Source: an optimization exercise on an open RTL-to-GDS flow (aim: small area). Production flows keep margins and buffers that such runs may drop. Function was checked by simulation only, so behaviour that the tests miss may differ from the original.

==> inputs of cedar <==
Design cpu, start of the top module:
module cpu #( parameter n = 8, Isize = 24, Psize = 6)
(input logic clk,
  input logic reset,                
  input logic [n:0] SW,             
  input logic [Isize-1:0] I,        
  output logic [Psize-1:0] PC,      
  output logic [n-1:0] LED);        
logic w, imm, zero;
logic [n-1:0] A, B, result, wd;
logic [31:1] selA, selB;
logic [31:3] en;
logic wr1, wr2;
logic [Psize-1:0] PCnext;
logic [n-1:0] gpr1, gpr2;
logic [31:3][n-1:0] gpr;
decoder d(.I(I), .reset(reset), .result(result), .w(w), .imm(imm),
          .selA(selA), .selB(selB), .en(en), .wr1(wr1), .wr2(wr2), .wd(wd));
logic [n-1:0] gpr1d, gpr2d;
swload sl(.wr1(wr1), .wr2(wr2), .result(result), .SW(SW), .gpr1d(gpr1d), .gpr2d(gpr2d));
always_ff @(posedge clk) begin
  gpr1 <= gpr1d;
  gpr2 <= gpr2d;
end
genvar g;
generate for (g = 3; g < 32; g++) begin : file
  always_ff @(posedge clk)
    if (en[g]) gpr[g] <= wd;
end endgenerate
regread #(.N(31)) ra(.sel(selA), .d({gpr, gpr2, gpr1}), .y(A));
regread #(.N(32)) rb(.sel({imm, selB}), .d({I[n-1:0], gpr, gpr2, gpr1}), .y(B));
alu alu(.a(A), .b(B), .func(I[20:18]), .result(result), .zero(zero));
pc p(.PC(PC), .I(I), .zero(zero), .reset(reset), .PCnext(PCnext));
always_ff @(posedge clk)
  PC <= PCnext;
assign LED = result;
endmodule
==> module alu, before the edit <==
module alu #(parameter n = 8) (
input logic [n-1:0] a, b,       
input logic [2:0] func,         
output logic [n-1:0] result,    
output logic zero               
);
logic [3:0] t;                  
logic sub, isadd, ismul;
logic [n-1:0] k;                
logic [3:0] mulOut;
aluctl ctl(.func(func), .t(t), .sub(sub), .isadd(isadd), .ismul(ismul));
multiplier mul(.a(a[3:0]), .b(b[3:0]), .out(mulOut));
genvar i;
generate for (i = 0; i < n; i++) begin : bits
  logic lu;
  lumux m(.t(t), .a(a[i]), .b(b[i]), .y(lu));
  if (i == 0) begin : cy0
    carry0 c(.a(a[i]), .b(b[i]), .sub(sub), .isadd(isadd), .ko(k[i+1]));
  end else if (i < n - 1) begin : cy
    carry c(.a(a[i]), .b(b[i]), .k(k[i]), .sub(sub), .isadd(isadd), .ko(k[i+1]));
  end
  if (i == 0) begin : b0
    assign result[i] = lu | (ismul & mulOut[i]);
  end else if (i < 4) begin : lo
    assign result[i] = (lu ^ k[i]) | (ismul & mulOut[i]);
  end else begin : hi
    assign result[i] = lu ^ k[i];
  end
end endgenerate
assign zero = ~|result;
endmodule  
==> module carry0, before the edit <==
module carry0 (input logic a, b, sub, isadd, output logic ko);
  assign ko = (a ^ sub) & b & isadd;
endmodule
==> module pc, before the edit <==
module pc #(parameter Psize = 6)
(input logic [Psize-1:0] PC,
 input logic [23:0] I,
 input logic zero, reset,
 output logic [Psize-1:0] PCnext
);
logic take;
logic [Psize-1:0] inc, br, off;
logic [Psize:0] c, ci;
branch bt(.cls(I[23:21]), .zero(zero), .take(take));
assign off = I[Psize-1:0];
gxnor2 b0(.a(PC[0]), .b(off[0]), .y(br[0]));
gor2   c0(.a(PC[0]), .b(off[0]), .y(c[1]));
genvar i;
generate for (i = 1; i < Psize; i++) begin : fa
  if (i < Psize - 1) begin : full
    gfa f(.a(PC[i]), .b(off[i]), .ci(c[i]), .s(br[i]), .co(c[i+1]));
  end else begin : top
    gxor3 x(.a(PC[i]), .b(off[i]), .c(c[i]), .y(br[i]));
  end
end endgenerate
ginv i0(.a(PC[0]), .y(inc[0]));
assign ci[1] = PC[0];
generate for (i = 1; i < Psize; i++) begin : ha
  if (i < Psize - 1) begin : half
    gha h(.a(PC[i]), .b(ci[i]), .s(inc[i]), .co(ci[i+1]));
  end else begin : top
    gxor2 x(.a(PC[i]), .b(ci[i]), .y(inc[i]));
  end
end endgenerate
generate for (i = 0; i < Psize; i++) begin : sel
  logic m;
  gmux2i mx(.s(take), .a1(br[i]), .a0(inc[i]), .y(m));
  gnor2 r(.a(m), .b(reset), .y(PCnext[i]));
end endgenerate
endmodule
==> module branch, before the edit <==
module branch (input logic [2:0] cls, input logic zero, output logic take);
  assign take = (cls == 3'b011 & zero) | (cls == 3'b100 & ~zero);
endmodule
==> module gfa, before the edit <==
module gfa (input logic a, b, ci, output logic s, co);
  assign s  = a ^ b ^ ci;
  assign co = a & b | a & ci | b & ci;
endmodule
==> module gha, before the edit <==
module gha (input logic a, b, output logic s, co);
  assign s  = a ^ b;
  assign co = a & b;
endmodule
==> module gxor2, before the edit <==
module gxor2 (input logic a, b, output logic y);
  assign y = a ^ b;
endmodule
==> module gxnor2, before the edit <==
module gxnor2 (input logic a, b, output logic y);
  assign y = ~(a ^ b);
endmodule
==> module gxor3, before the edit <==
module gxor3 (input logic a, b, c, output logic y);
  assign y = a ^ b ^ c;
endmodule
==> module gor2, before the edit <==
module gor2 (input logic a, b, output logic y);
  assign y = a | b;
endmodule
==> module gmux2i, before the edit <==
module gmux2i (input logic s, a1, a0, output logic y);
  assign y = ~(s ? a1 : a0);
endmodule
==> flow/config.mk <==
export PLATFORM = sky130hd
export DESIGN_NAME = cpu
export DESIGN_NICKNAME = cpu
export VERILOG_FILES = /design/flow/design.v
export SDC_FILE = /design/flow/constraint.sdc
export NUM_CORES = 4
export LEC_CHECK = 0
export CAP_MARGIN = 20
export CORE_MARGIN = 2
export CORE_UTILIZATION = 65
export SLEW_MARGIN = 20
export SYNTH_HIERARCHICAL = 1
==> flow/constraint.sdc <==
create_clock -name core_clock -period 10.0 [get_ports {clk}]
set_input_delay 2.0000 -clock core_clock [delete_from_list [all_inputs] [get_ports {clk}]]
set_output_delay 2.0000 -clock core_clock [all_outputs]
set_load 0.01 [all_outputs]
standard.sh (not shown) runs the stock make flow with config.mk's settings and CLKGATE_MAP_FILE= SYNTH_SCRIPT=/design/flow/synth_recipe.tcl, a recipe that flattens the netlist after the stock synthesis.
==> flow/flow/run.sh <==
#!/bin/bash
# Layout flow: the standard ORFS flow (standard.sh) with
#  - a smaller clock tree: clkbuf_8 buffers on clusters of up to 18 sinks, no dummy loads
#  - port buffers of the smallest buffer cell
#  - after floorplan, every combinational gate set to its smallest drive
#    strength (downsize.tcl); repair steps then size up what timing needs
# The make output goes to standard.log; ORFS writes each step's log under orfs/logs.
set -euo pipefail
export CTS_ARGS="-sink_clustering_enable -repair_clock_nets -dont_use_dummy_load -buf_list {sky130_fd_sc_hd__clkbuf_8} -sink_clustering_size 18 -sink_clustering_max_diameter 70"
export BUFFER_PORTS_ARGS="-buffer_cell sky130_fd_sc_hd__buf_1"
export POST_FLOORPLAN_TCL="$PWD/flow/downsize.tcl"
bash standard.sh > standard.log 2>&1
==> flow/flow/downsize.tcl <==
# Post-floorplan hook: synthesis (ABC) sizes gates for a far tighter delay target
# than the clock needs; put every combinational gate back to its smallest drive
# strength of the same function.  Later repair steps (repair_design, repair_timing)
# size up or buffer what the real loads and timing need.
set block [ord::get_db_block]
set db [ord::get_db]
set count 0
set saved 0.0
foreach inst [$block getInsts] {
  set m [$inst getMaster]
  set name [$m getName]
  if {![regexp {^(sky130_fd_sc_hd__[a-z0-9]+)_([0-9]+)$} $name -> base size]} { continue }
  if {$size <= 1} { continue }
  # keep flip-flops, tie cells and anything clock-specific as they are
  if {[regexp {df|dl|edf|sdf|conb|clk|tap|fill|decap|diode} $base]} { continue }
  set small [$db findMaster ${base}_1]
  if {$small == "NULL" || $small == ""} { continue }
  set da [expr {[$m getWidth] - [$small getWidth]}]
  if {$da <= 0} { continue }
  replace_cell [$inst getName] ${base}_1
  incr count
  set saved [expr {$saved + $da * [$m getHeight] / 1e6}]
}
puts "downsize: $count instances set to drive strength 1, [format %.1f $saved] um^2 saved"
==> inputs of raven, as changes to cedar <==
--- a/flow/design.v
+++ b/flow/design.v
@@ -29,2 +29,3 @@
 multiplier mul(.a(a[3:0]), .b(b[3:0]), .out(mulOut));
+assign k[0] = 1'b0;
 genvar i;
@@ -33,10 +34,6 @@
   lumux m(.t(t), .a(a[i]), .b(b[i]), .y(lu));
-  if (i == 0) begin : cy0
-    carry0 c(.a(a[i]), .b(b[i]), .sub(sub), .isadd(isadd), .ko(k[i+1]));
-  end else if (i < n - 1) begin : cy
+  if (i < n - 1) begin : cy
     carry c(.a(a[i]), .b(b[i]), .k(k[i]), .sub(sub), .isadd(isadd), .ko(k[i+1]));
   end
-  if (i == 0) begin : b0
-    assign result[i] = lu | (ismul & mulOut[i]);
-  end else if (i < 4) begin : lo
+  if (i < 4) begin : lo
     assign result[i] = (lu ^ k[i]) | (ismul & mulOut[i]);
@@ -71,5 +68,2 @@
 endmodule
-module carry0 (input logic a, b, sub, isadd, output logic ko);
-  assign ko = (a ^ sub) & b & isadd;
-endmodule
 module carry (input logic a, b, k, sub, isadd, output logic ko);
@@ -240,54 +234,17 @@
 logic [Psize:0] c, ci;
-branch bt(.cls(I[23:21]), .zero(zero), .take(take));
+assign take = (I[23:21] == 3'b011 & zero) | (I[23:21] == 3'b100 & ~zero);
 assign off = I[Psize-1:0];
-gxnor2 b0(.a(PC[0]), .b(off[0]), .y(br[0]));
-gor2   c0(.a(PC[0]), .b(off[0]), .y(c[1]));
-genvar i;
-generate for (i = 1; i < Psize; i++) begin : fa
-  if (i < Psize - 1) begin : full
-    gfa f(.a(PC[i]), .b(off[i]), .ci(c[i]), .s(br[i]), .co(c[i+1]));
-  end else begin : top
-    gxor3 x(.a(PC[i]), .b(off[i]), .c(c[i]), .y(br[i]));
+assign c[0] = 1'b1;
+always_comb
+  for (int i = 0; i < Psize; i++) begin
+    br[i]  = PC[i] ^ off[i] ^ c[i];
+    c[i+1] = PC[i] & off[i] | PC[i] & c[i] | off[i] & c[i];
   end
-end endgenerate
-ginv i0(.a(PC[0]), .y(inc[0]));
-assign ci[1] = PC[0];
-generate for (i = 1; i < Psize; i++) begin : ha
-  if (i < Psize - 1) begin : half
-    gha h(.a(PC[i]), .b(ci[i]), .s(inc[i]), .co(ci[i+1]));
-  end else begin : top
-    gxor2 x(.a(PC[i]), .b(ci[i]), .y(inc[i]));
+assign ci[0] = 1'b1;
+always_comb
+  for (int i = 0; i < Psize; i++) begin
+    inc[i]  = PC[i] ^ ci[i];
+    ci[i+1] = PC[i] & ci[i];
   end
-end endgenerate
-generate for (i = 0; i < Psize; i++) begin : sel
-  logic m;
-  gmux2i mx(.s(take), .a1(br[i]), .a0(inc[i]), .y(m));
-  gnor2 r(.a(m), .b(reset), .y(PCnext[i]));
-end endgenerate
-endmodule
-module branch (input logic [2:0] cls, input logic zero, output logic take);
-  assign take = (cls == 3'b011 & zero) | (cls == 3'b100 & ~zero);
-endmodule
-module gfa (input logic a, b, ci, output logic s, co);
-  assign s  = a ^ b ^ ci;
-  assign co = a & b | a & ci | b & ci;
-endmodule
-module gha (input logic a, b, output logic s, co);
-  assign s  = a ^ b;
-  assign co = a & b;
-endmodule
-module gxor2 (input logic a, b, output logic y);
-  assign y = a ^ b;
-endmodule
-module gxnor2 (input logic a, b, output logic y);
-  assign y = ~(a ^ b);
-endmodule
-module gxor3 (input logic a, b, c, output logic y);
-  assign y = a ^ b ^ c;
-endmodule
-module gor2 (input logic a, b, output logic y);
-  assign y = a | b;
-endmodule
-module gmux2i (input logic s, a1, a0, output logic y);
-  assign y = ~(s ? a1 : a0);
+assign PCnext = reset ? {Psize{1'b0}} : (take ? br : inc);
 endmodule
==> flow/flow/run.sh (replaced) <==
#!/bin/bash
# Layout flow: the standard ORFS flow (standard.sh) with
#  - a smaller clock tree: clkbuf_8/16 buffers on larger sink clusters, no dummy loads
#  - port buffers of the smallest buffer cell
#  - after floorplan, every combinational gate set to its smallest drive
#    strength (downsize.tcl); repair steps then size up what timing needs
# The make output goes to standard.log; ORFS writes each step's log under orfs/logs.
set -euo pipefail
export CTS_ARGS="-sink_clustering_enable -repair_clock_nets -dont_use_dummy_load -buf_list {sky130_fd_sc_hd__clkbuf_8 sky130_fd_sc_hd__clkbuf_16} -sink_clustering_size 30 -sink_clustering_max_diameter 100"
export BUFFER_PORTS_ARGS="-buffer_cell sky130_fd_sc_hd__buf_1"
export POST_FLOORPLAN_TCL="$PWD/flow/downsize.tcl"
bash standard.sh > standard.log 2>&1
--- a/flow/config.mk
+++ b/flow/config.mk
@@ -9,3 +9,3 @@
 export CORE_MARGIN = 2
-export CORE_UTILIZATION = 65
+export CORE_UTILIZATION = 40
 export SLEW_MARGIN = 20
==> inputs of delta, as changes to cedar <==
--- a/flow/design.v
+++ b/flow/design.v
@@ -29,2 +29,3 @@
 multiplier mul(.a(a[3:0]), .b(b[3:0]), .out(mulOut));
+assign k[0] = 1'b0;
 genvar i;
@@ -33,10 +34,6 @@
   lumux m(.t(t), .a(a[i]), .b(b[i]), .y(lu));
-  if (i == 0) begin : cy0
-    carry0 c(.a(a[i]), .b(b[i]), .sub(sub), .isadd(isadd), .ko(k[i+1]));
-  end else if (i < n - 1) begin : cy
+  if (i < n - 1) begin : cy
     carry c(.a(a[i]), .b(b[i]), .k(k[i]), .sub(sub), .isadd(isadd), .ko(k[i+1]));
   end
-  if (i == 0) begin : b0
-    assign result[i] = lu | (ismul & mulOut[i]);
-  end else if (i < 4) begin : lo
+  if (i < 4) begin : lo
     assign result[i] = (lu ^ k[i]) | (ismul & mulOut[i]);
@@ -71,5 +68,2 @@
 endmodule
-module carry0 (input logic a, b, sub, isadd, output logic ko);
-  assign ko = (a ^ sub) & b & isadd;
-endmodule
 module carry (input logic a, b, k, sub, isadd, output logic ko);
@@ -240,54 +234,17 @@
 logic [Psize:0] c, ci;
-branch bt(.cls(I[23:21]), .zero(zero), .take(take));
+assign take = (I[23:21] == 3'b011 & zero) | (I[23:21] == 3'b100 & ~zero);
 assign off = I[Psize-1:0];
-gxnor2 b0(.a(PC[0]), .b(off[0]), .y(br[0]));
-gor2   c0(.a(PC[0]), .b(off[0]), .y(c[1]));
-genvar i;
-generate for (i = 1; i < Psize; i++) begin : fa
-  if (i < Psize - 1) begin : full
-    gfa f(.a(PC[i]), .b(off[i]), .ci(c[i]), .s(br[i]), .co(c[i+1]));
-  end else begin : top
-    gxor3 x(.a(PC[i]), .b(off[i]), .c(c[i]), .y(br[i]));
+assign c[0] = 1'b1;
+always_comb
+  for (int i = 0; i < Psize; i++) begin
+    br[i]  = PC[i] ^ off[i] ^ c[i];
+    c[i+1] = PC[i] & off[i] | PC[i] & c[i] | off[i] & c[i];
   end
-end endgenerate
-ginv i0(.a(PC[0]), .y(inc[0]));
-assign ci[1] = PC[0];
-generate for (i = 1; i < Psize; i++) begin : ha
-  if (i < Psize - 1) begin : half
-    gha h(.a(PC[i]), .b(ci[i]), .s(inc[i]), .co(ci[i+1]));
-  end else begin : top
-    gxor2 x(.a(PC[i]), .b(ci[i]), .y(inc[i]));
+assign ci[0] = 1'b1;
+always_comb
+  for (int i = 0; i < Psize; i++) begin
+    inc[i]  = PC[i] ^ ci[i];
+    ci[i+1] = PC[i] & ci[i];
   end
-end endgenerate
-generate for (i = 0; i < Psize; i++) begin : sel
-  logic m;
-  gmux2i mx(.s(take), .a1(br[i]), .a0(inc[i]), .y(m));
-  gnor2 r(.a(m), .b(reset), .y(PCnext[i]));
-end endgenerate
-endmodule
-module branch (input logic [2:0] cls, input logic zero, output logic take);
-  assign take = (cls == 3'b011 & zero) | (cls == 3'b100 & ~zero);
-endmodule
-module gfa (input logic a, b, ci, output logic s, co);
-  assign s  = a ^ b ^ ci;
-  assign co = a & b | a & ci | b & ci;
-endmodule
-module gha (input logic a, b, output logic s, co);
-  assign s  = a ^ b;
-  assign co = a & b;
-endmodule
-module gxor2 (input logic a, b, output logic y);
-  assign y = a ^ b;
-endmodule
-module gxnor2 (input logic a, b, output logic y);
-  assign y = ~(a ^ b);
-endmodule
-module gxor3 (input logic a, b, c, output logic y);
-  assign y = a ^ b ^ c;
-endmodule
-module gor2 (input logic a, b, output logic y);
-  assign y = a | b;
-endmodule
-module gmux2i (input logic s, a1, a0, output logic y);
-  assign y = ~(s ? a1 : a0);
+assign PCnext = reset ? {Psize{1'b0}} : (take ? br : inc);
 endmodule
--- a/flow/config.mk
+++ b/flow/config.mk
@@ -9,3 +9,3 @@
 export CORE_MARGIN = 2
-export CORE_UTILIZATION = 65
+export CORE_UTILIZATION = 55
 export SLEW_MARGIN = 20
==> comparison table <==
quantity	cedar	raven	delta
Count of warnings emitted by yosys	11	12	12
Area used by multi-input combinational logic	3780 um^2	3780 um^2	3790 um^2
Arrival time of data at the critical path endpoint	7.06 ns	7.30 ns	7.31 ns
Placement Setup Slack	1.14 ns	0.939 ns	0.876 ns
Proportion of cell area occupied by registers	61.7%	59.7%	61.0%
Post-synth top area share	61.4%	60.7%	60.7%
Total number of vias	8805	8599	8767
Starting density of the core	66.1%	40.3%	56.3%
Number of placed instances with taps included	1042	1225	1105
Fraction of layout cells with a size suffix above 1	5.15%	5.50%	5.62%
Count of multi-input gates	491	496	496
Inserted Clock Buffers	18	13	18
Total met3 wirelength after detailed routing	5200 um	4150 um	4540 um
Routed length on met2	15900 um	15800 um	17000 um
DRT iter0 DRCs	3070	1889	2040
Maximum clock frequency	0.110 GHz	0.108 GHz	0.107 GHz
Result of the run	no timing/DRC/antenna violations	no timing/DRC/antenna violations	no timing/DRC/antenna violations
Synth Area in Simple Gates	10.2%	10.4%	10.4%
Worst-Margin Slew	1.19 ns	0.980 ns	1.16 ns
Min setup slack post-route	0.944 ns	0.704 ns	0.688 ns
Routed wire length	35500 um	35500 um	37000 um
Total routing usage reported by global routing	38.6%	23.0%	33.1%

-- re-timing with driven ports --
Ports are ideal in the flow. The routed layouts listed here were re-timed in OpenROAD. Step 1, drivers: a clkbuf_16 drives clk and a buf_2 each remaining input, both assumed. Step 2, shift: input delay + t, output delay - t, t = (earliest + latest rising clock arrival at the registers) / 2. This alone moves slack from input paths to output paths. Slacks: no drivers / after step 1 / after step 2; pairs: no drivers / after step 1.
run	t, ns	slack for setup (ns)	clock arrival spread, ns	pins driven straight from the clock port
cedar	0.556	0.944 / 0.897 / 0.897	0.043 / 0.043	1
raven	0.530	0.704 / 0.608 / 0.608	0.049 / 0.049	1
delta	0.562	0.688 / 0.617 / 0.617	0.070 / 0.070	1
After both steps setup and hold are still met in every run listed. For raven, which loses most, drivers alone change the setup slack by -0.096 ns; drivers and shift together by -0.096 ns.
